Source: an optimization exercise on an open RTL-to-GDS flow (aim: small area, a short achievable clock period and few clock cycles). Production flows keep margins and buffers that such runs may drop.
Only simulation tests tie the RTL to the original design; equivalence was not proved.
No activity file was given, so power comes from the tool's default toggle rates.

--- flow/run.sh ---
#!/bin/bash
# synth_recipe.tcl (not shown) runs the flow's synth.tcl, then flattens the netlist and writes it again
# the make line also repeats each setting of config.mk as NAME=value (left out here)
make -C /OpenROAD-flow-scripts/flow DESIGN_CONFIG=/design/flow/config.mk WORK_HOME=/design/flow/orfs CLKGATE_MAP_FILE= SYNTH_SCRIPT=/design/flow/synth_recipe.tcl finish
--- flow/constraint.sdc ---
create_clock -name core_clock -period 6.0 [get_ports {clk_i}]
set_input_delay 1.2000 -clock core_clock [delete_from_list [all_inputs] [get_ports {clk_i}]]
set_output_delay 1.2000 -clock core_clock [all_outputs]
set_load 0.01 [all_outputs]
--- flow/design.v ---
module ram_memory #(
  parameter DWIDTH = 8,
  parameter AWIDTH = 4
)(
  input                     clk_i,
  input                     wren_i,
  input        [AWIDTH-1:0] wrpntr_i,
  input        [DWIDTH-1:0] data_i,
  input        [AWIDTH-1:0] rdpntr_i,
  output logic [DWIDTH-1:0] q_o
);
(* ramstyle = "M10K, no_rw_check" *) logic [DWIDTH-1:0] mem [0:2**AWIDTH-1];
always_ff @( posedge clk_i )
  begin
    q_o <= mem[rdpntr_i];  
  end
always_ff @( posedge clk_i )
  begin
    if( wren_i )
      mem[wrpntr_i] <= data_i;
  end
endmodule
module mem_ctrl #(
  parameter AWIDTH = 4
)(
  input                     clk_i,
  input                     srst_i,
  input                     val_i,
  input                     sop_i,
  input                     eop_i,
  input                     clr_i,
  output logic              busy_o,
  output logic [AWIDTH-1:0] wraddr_o
);
logic start;
logic fin;
logic start_next;
logic fin_next;
always_ff @( posedge clk_i )
  begin
    if( srst_i )
      begin
        start <= '0;
        fin   <= '0;
      end
    else
      begin
        if( clr_i )
          begin
            start <= '0;
            fin   <= '0;
          end
        else
          begin
            start <= start_next;
            fin   <= fin_next;
          end
      end
  end
always_comb
  begin
    start_next = start;
    fin_next   = fin;
    if( clr_i )
      begin
        start_next = 0;
        fin_next   = 0;
      end
    if( val_i && sop_i )
      start_next = 1;
    else if( val_i && eop_i )
      fin_next = 1;    
  end
always_ff @( posedge clk_i )
  begin
    if( srst_i )
      begin : reset
        wraddr_o <= '0;
      end   : reset
    else
      begin : workflow
        if( clr_i )
          wraddr_o <= '0;
        else if( start_next && !fin )
          wraddr_o <= wraddr_o + 1'b1;
      end   : workflow
  end
always_ff @( posedge clk_i )
  begin
    if( srst_i )
      begin
        busy_o <= '0;
      end
    else
      begin
        if( fin_next )
          busy_o <= '1;
        else if( clr_i )
          busy_o <= '0; 
      end
  end
endmodule
module sorter #(
  parameter DWIDTH = 8,
  parameter AWIDTH = 4
)(
  input                     clk_i,
  input                     srst_i, 
  input                     wren_i,
  input        [AWIDTH-1:0] cntr_i,
  input        [DWIDTH-1:0] data_i,
  output logic [AWIDTH-1:0] rdaddr_o,
  output logic [DWIDTH-1:0] data_o,
  output logic              sop_o,
  output logic              eop_o,
  output logic              val_o
);
logic [DWIDTH-1:0] data_array [2**AWIDTH-1:0];
logic              writing_done;  
logic [AWIDTH-1:0] intr_cntr;
logic [AWIDTH-1:0] i_iterator;
logic [AWIDTH-1:0] j_iterator;
logic              sort_done;  
logic [AWIDTH-1:0] intr_cntr_next;
assign rdaddr_o = intr_cntr_next;
always_comb
  begin
    intr_cntr_next = intr_cntr;
    if( wren_i )
        intr_cntr_next = intr_cntr + 1'b1;    
  end
always_ff @( posedge clk_i )
  begin
    if( srst_i )
      data_o <= '0;
    else
      begin
        if( eop_o )
          data_o <= '0;
        else if( sort_done ) 
          data_o <= data_array[intr_cntr];
      end
  end
always_ff @( posedge clk_i )
  begin
    if( srst_i )
      begin
        val_o <= '0;
        eop_o <= '0;
        sop_o <= '0;
      end
    else
      begin
        if( eop_o )
          begin
            val_o <= '0;
            eop_o <= '0;
            sop_o <= '0;
          end
        else if( sort_done ) 
          begin
            if( intr_cntr == ( cntr_i - 1'b1 ) )
              begin
                val_o <= '1;
                sop_o <= '1;
                eop_o <= '0;
              end
            else if( intr_cntr == '0 )
              begin                
                val_o <= '1;
                sop_o <= '0;
                eop_o <= '1;
              end
            else
              begin
                val_o <= '1;
                eop_o <= '0;
                sop_o <= '0;
              end
          end        
      end
  end
always_ff @( posedge clk_i )
  begin
    if( srst_i )
     intr_cntr <= '0;
    else
      begin
        if( eop_o )
          intr_cntr <= '0;
        else if( sort_done )
          intr_cntr <= intr_cntr - 1'b1;
        else if( wren_i && !writing_done ) 
          begin
            if( intr_cntr != ( cntr_i - 1'b1 ) )
              intr_cntr <= intr_cntr_next;
          end 
      end
  end
always_ff @( posedge clk_i )
  begin
    if( srst_i )
      writing_done <= '0;
    else
      begin
        if( eop_o )
          writing_done <= '0;
        else if( wren_i && !writing_done )
          begin              
            if( intr_cntr == ( cntr_i - 1'b1 ) )
              writing_done <= '1;              
            else
              writing_done <= '0;                  
          end
      end
  end
always_ff @( posedge clk_i )  
  begin
    if( srst_i )
      sort_done <= '0;
    else 
      begin
        if( eop_o )
          sort_done    <= '0;
        else if( writing_done && !sort_done ) 
          begin
            if( i_iterator == ( cntr_i - 1'b1 ) ) 
              sort_done <= '1;
            else 
              sort_done <= '0;
          end
      end
  end
always_ff @( posedge clk_i )
  begin
    if( srst_i )
      begin
        for( int k = 0; k < 2**AWIDTH; k++ )
          data_array[k] <= '0;
      end
    else
      begin
        if( eop_o )
          begin
            for( int k = 0; k < 2**AWIDTH; k++ )
              data_array[k] <= '0;
          end
        else if( writing_done && !sort_done ) 
          begin
            if( i_iterator != ( cntr_i - 1'b1 ) ) 
              begin
                if( ( j_iterator != ( cntr_i - 1'b1 ) ) &&
                    ( data_array[j_iterator] < data_array[j_iterator+1] ) )
                  begin
                    data_array[j_iterator]   <= data_array[j_iterator+1];
                    data_array[j_iterator+1] <= data_array[j_iterator];
                  end            
              end
          end
        else if( wren_i && !writing_done )
          data_array[intr_cntr] <= data_i;
      end
  end
always_ff @( posedge clk_i )
  begin
    if( srst_i )
      begin
        i_iterator <= '0;
        j_iterator <= '0;
      end      
    else
      begin : main_else
        if( eop_o )
          begin
            i_iterator <= '0;
            j_iterator <= '0;
          end
        else if( writing_done && !sort_done ) 
          begin            
            if( i_iterator != ( cntr_i - 1'b1 ) ) 
              begin
                if( j_iterator == ( cntr_i - 1'b1 ) )
                  begin
                    j_iterator <= '0;
                    i_iterator <= i_iterator + 1'b1;
                  end
                else
                  begin
                    j_iterator <= j_iterator + 1'b1;
                  end
              end
          end       
      end   : main_else
  end  
endmodule
module sorting #(
  parameter AWIDTH = 5,
  parameter DWIDTH = 8
)(
  input                     clk_i,
  input                     srst_i,
  input        [DWIDTH-1:0] data_i, 
  input                     sop_i,  
  input                     eop_i,  
  input                     val_i,  
  output logic [DWIDTH-1:0] data_o,
  output logic              sop_o,  
  output logic              eop_o,  
  output logic              val_o,  
  output logic              busy_o 
);
logic [AWIDTH-1:0] wrpntr;
logic [AWIDTH-1:0] rdpntr;
logic [DWIDTH-1:0] data;
logic              clr;
ram_memory #(
  .DWIDTH   ( DWIDTH ),
  .AWIDTH   ( AWIDTH )
) ram_mem   (
  .clk_i    ( clk_i  ),
  .wren_i   ( val_i  ), 
  .wrpntr_i ( wrpntr ),
  .data_i   ( data_i ),
  .rdpntr_i ( rdpntr ),
  .q_o      ( data   )
);
mem_ctrl   #(
  .AWIDTH   ( AWIDTH )
) writer    (
  .clk_i    ( clk_i  ),
  .srst_i   ( srst_i ), 
  .val_i    ( val_i  ), 
  .sop_i    ( sop_i  ), 
  .eop_i    ( eop_i  ),
  .clr_i    ( eop_o  ),
  .busy_o   ( busy_o ),
  .wraddr_o ( wrpntr )
);
sorter           #(
  .DWIDTH         ( DWIDTH ),
  .AWIDTH         ( AWIDTH )
) srt_outp_module (
  .clk_i          ( clk_i  ),
  .srst_i         ( srst_i ), 
  .wren_i         ( busy_o ), 
  .cntr_i         ( wrpntr ),
  .data_i         ( data   ),
  .rdaddr_o       ( rdpntr ),  
  .data_o         ( data_o ),
  .sop_o          ( sop_o  ),
  .eop_o          ( eop_o  ),
  .val_o          ( val_o  )
);
endmodule
--- flow/config.mk ---
export PLATFORM = sky130hd
export DESIGN_NAME = sorting
export DESIGN_NICKNAME = sorting
export VERILOG_FILES = /design/flow/design.v
export SDC_FILE = /design/flow/constraint.sdc
export NUM_CORES = 4
export LEC_CHECK = 0
export CAP_MARGIN = 20
export CORE_MARGIN = 2
export CORE_UTILIZATION = 40
export PLACE_DENSITY = 0.6
export SLEW_MARGIN = 20
==> metrics.csv <==
stage,metric,value,unit
synth,Mean Syn Cell Area,13.53,sq um
power_and_ir_drop,share of total power in sequential cells,48.2,%
synth,Cell variety after synth,80,
floorplan,Rows,103,
final_layout,area of the multi-input gates,14330,sq um
timing,Final Skew,0.03355,ns
route,routed wire length per instance,34.70,microns
clock_network,cts hold-fix bufs,0,
route,vias,23510,
worst_setup_path,crit-path max FO,25,
global_route,initial antenna violation count,6,
worst_setup_path,Critical Path Source,srt_outp_module.j_iterator[0]$_SDFFE_PP0P_,
worst_setup_path,startpoint types,flop,
timing,# setup viols final,0,
floorplan,Die Area,81460,sq um
route,Via density,6.888,
worst_setup_path,critical path required time,6.27,ns
power_and_ir_drop,combinational power share,11.2,%
power_and_ir_drop,Max VDD drop,0.3386,mV
synth,"top cells by area, synth","edfxtp_1 (49%), mux4_2 (19%), o31ai_1 (3.7%), nand3_1 (3.3%), dfxtp_1 (3.1%)",
final_layout,Reg area,16370,sq um
placed_design,placed cell count,3301,
synth,Synth Warn #,3,
floorplan,Core Box Area,78740,sq um
final_layout,area grow syn2layout,11.21,%
placed_design,worst slack at placement,0.4007,ns
placed_design,count of port buffers added during placement,24,
clock_network,TritonCTS clock tree,yes,
clock_network,Clock transition at path regs,0.06,ns
timing,Slew @ Worst Pin,1.266,ns
timing,fin crit share,94.42,%
route,WL final,118.5,mm
final_layout,Layout fillers,6993,
worst_setup_path,Setup crit end kind,flop,
global_route,largest net degree at the start of global routing,74,
synth,number of synthesized flops with an enable pin,512,
timing,relative slew slack,15.61,%
synth,Syn Nets,2376,
global_route,Overflow after GRT,0,
final_layout,"Net count, final",2346,
power_and_ir_drop,clock power share,40.6,%
synth,asr flop ratio synth,0,%
flow_run,max-cap viol count,0,
global_route,vias in the first global route,22280,
worst_setup_path,critical path arrival,5.94,ns
timing,Final Hold Fails,0,
timing,worst setup margin,0.3348,ns
power_and_ir_drop,Power Density,263.4,nW/um^2
worst_setup_path,reg2reg start,srt_outp_module.j_iterator[0]$_SDFFE_PP0P_,
power_and_ir_drop,sw frac,25.89,%
synth,"area leader, netlist",edfxtp_1,
floorplan,Initial Utilization,40.23,%
min_path,min-delay src,writer.start$_SDFF_PP0_,
power_and_ir_drop,leakage,0.01064,uW
floorplan,IO Count,25,
clock_network,Setup Buffers After CTS,0,
placed_design,gpl congestion,0.9972,
clock_network,Clock Tree Buf Depth,3,
timing,final setup TNS,0,ns
synth,top-area cell type share of the netlist area,48.54,%
synth,post-synthesis sequential area ratio,51.63,%
worst_setup_path,CP Class,flop to flop,
global_route,Total GRT Usage,28.70,%
synth,Post-synth top flop,edfxtp_1,
synth,"count leader, synth",edfxtp_1,
final_layout,Layout Utilization,44.74,%
timing,Achievable Freq,0.1765,GHz
clock_network,clock sink count,561,
route,# DRC,0,
floorplan,die width,285.4,microns
synth,Commonest cells post-synth,"edfxtp_1 (512), mux4_2 (264), nand3_1 (209), o31ai_1 (155), nand2_1 (139)",
synth,Synth Instances,2342,
placed_design,DP HPWL,83.07,mm
power_and_ir_drop,Sw Pwr,2403,uW
synth,Yosys reg bits,561,
final_layout,post-route insts no fill,3414,
floorplan,DIE HEIGHT,285.4,microns
min_path,worst min-delay path class,flop to flop,
clock_network,H-tree Lvls,2,
timing,post-route minimum period,5.665,ns
clock_network,number of buffers created by CTS,59,
timing,RSZ-0062 raised after global routing,false,
clock_network,Clk Tree Root Cell,clkbuf_16,
timing,Max Transition Viols Final,0,
route,drt pass-1 iters,6,
route,Iteration-0 DRC Markers,3884,
clock_network,worst skew pair latency,0.66,ns
global_route,first-pass GRT wire length,167.9,mm
clock_network,cts repair resizes,0,
final_layout,layout cells sized above 1,23.61,%
status,status,finished clean,
synth,synthesized area,31680,sq um
power_and_ir_drop,Pint,6876,uW
route,ANT nets after route,0,
==> path summary, 6_finish.rpt <==
check,end,slack [ns],cells past startpoint
worst max-delay path,srt_outp_module.data_array[17][1]$_DFFE_PP_,0.33,14
worst min-delay path,writer.start$_SDFF_PP0_,0.47,2
worst max register to register,srt_outp_module.data_array[17][1]$_DFFE_PP_,0.33,14
worst min register to register,writer.start$_SDFF_PP0_,0.47,2
==> per-stage QoR <==
| step | total power, uW | hold WS [ns] | instance area (sq um) |
|---|---|---|---|
| 2_1_floorplan | 5109 | 0.4378 | 31690 |
| 3_3_place_gp | 5560 | 0.4449 | 33260 |
| 3_5_place_dp | 5562 | 0.4598 | 33260 |
| 4_1_cts | 9288 | 0.4765 | 35250 |
| 5_1_grt | 9497 | 0.4977 | 35230 |
| 6_report | 9279 | 0.4746 | 35230 |
==> worst max-delay path, cell delays in order, from the launching register on <==
cell	delay (ns)
dfxtp_4	0.51
inv_1	0.23
ha_4	0.52
buf_12	0.28
mux4_2	0.54
a222oi_1	0.59
and3_1	0.27
ha_1	0.24
a21oi_1	0.19
o21ai_2	0.12
or3_1	0.39
nor4_4	0.24
nor2_4	0.22
buf_4	0.27
o21ai_1	0.61
==> kinds of logic after synthesis <==
family                     count (synthesis)  share of synthesized area (%)
adders and majority gates                 21                         0.8295
and+or+nand+nor                          618                          9.934
muxes                                    354                          21.68
DFF                                      561                          51.63
AOI/OAI and AO/OA                        504                          11.25
xor gates and xnor gates                  37                          1.110
buffers and inverters                    247                          3.559
==> placed cells by master, fill, tap and decap left out, types with 15 or more instances in the layout <==
cell type        count
mux2_2              17
nor3_2              15
nor3_1              23
ha_1                20
nor2_1             101
clkdlybuf4s50_1     17
o221ai_1            31
mux2i_1             72
o21ai_0             87
clkbuf_16           59
a21oi_1             42
o21bai_1            27
mux4_2             264
o22ai_1             63
o31ai_1            153
clkinv_1            27
buf_4               99
nand3_1            209
edfxtp_1           512
and2_1              21
o211ai_1            26
nand4_1             15
xnor2_1             19
nand2_1            139
dfxtp_1             44
==> sequential cells by signal, indices dropped and copies added (netlist names), 5 cells and up, named ones only <==
name / flops
srt_outp_module.j_iterator: 5
srt_outp_module.data_o: 8
ram_mem.q_o: 8
writer.wraddr_o: 5
srt_outp_module.intr_cntr: 5
ram_mem.mem: 256
srt_outp_module.data_array: 256
srt_outp_module.i_iterator: 5
==> area by class of cell <==
class,instances,area share (%)
Tap cell,1050,3.729
Timing Repair Buffer,132,3.204
Multi-Input combinational cell,1534,40.68
Inverter,24,0.2557
Clock inverter,48,1.406
Clock buffer,64,4.244
Antenna cell,1,0.007103
Sequential cell,561,46.47
==> power groups by stage <==
stage	Sequential, uW	Clock [uW]	Combinational, uW
after CTS	4470	3800	1020
after floorplan	4470	0	641
after global routing	4480	3960	1060
final	4480	3770	1040
after global placement	4550	0	1010
after detailed placement	4550	0	1010
==> layer usage <==
metal	routed length, microns	GRT usage (%)	share of wire, %
met1	45200	39.12	38
met2	52600	43.23	44
met4	6915	14.42	5.8
met3	13730	6.595	12
met5	34	0	0.029
Testbench counts, summed over its fixed seeds: cycles 81,538.

## separate check: timing with driven ports
Ports are ideal in the flow. The routed layout listed here was re-timed in OpenROAD.
Step 1, drivers: a clkbuf_16 drives clk_i and a buf_2 each remaining input, both assumed.
Step 2 times the ports against the registers' clock, not the clock port: input delays grow and output delays shrink by t, the midpoint of the rising clock arrivals with the driver on.
Three values: no drivers, after step 1, after step 2; two values: the first two.
t, ns: 0.704
slack for setup (ns): 0.335 / 0.335 / 0.335
worst hold slack (ns): 0.475 / 0.475 / 0.475
After both steps setup and hold are still met in this run. For this run, drivers alone change the setup slack by 0.000 ns; drivers and shift together by 0.000 ns.
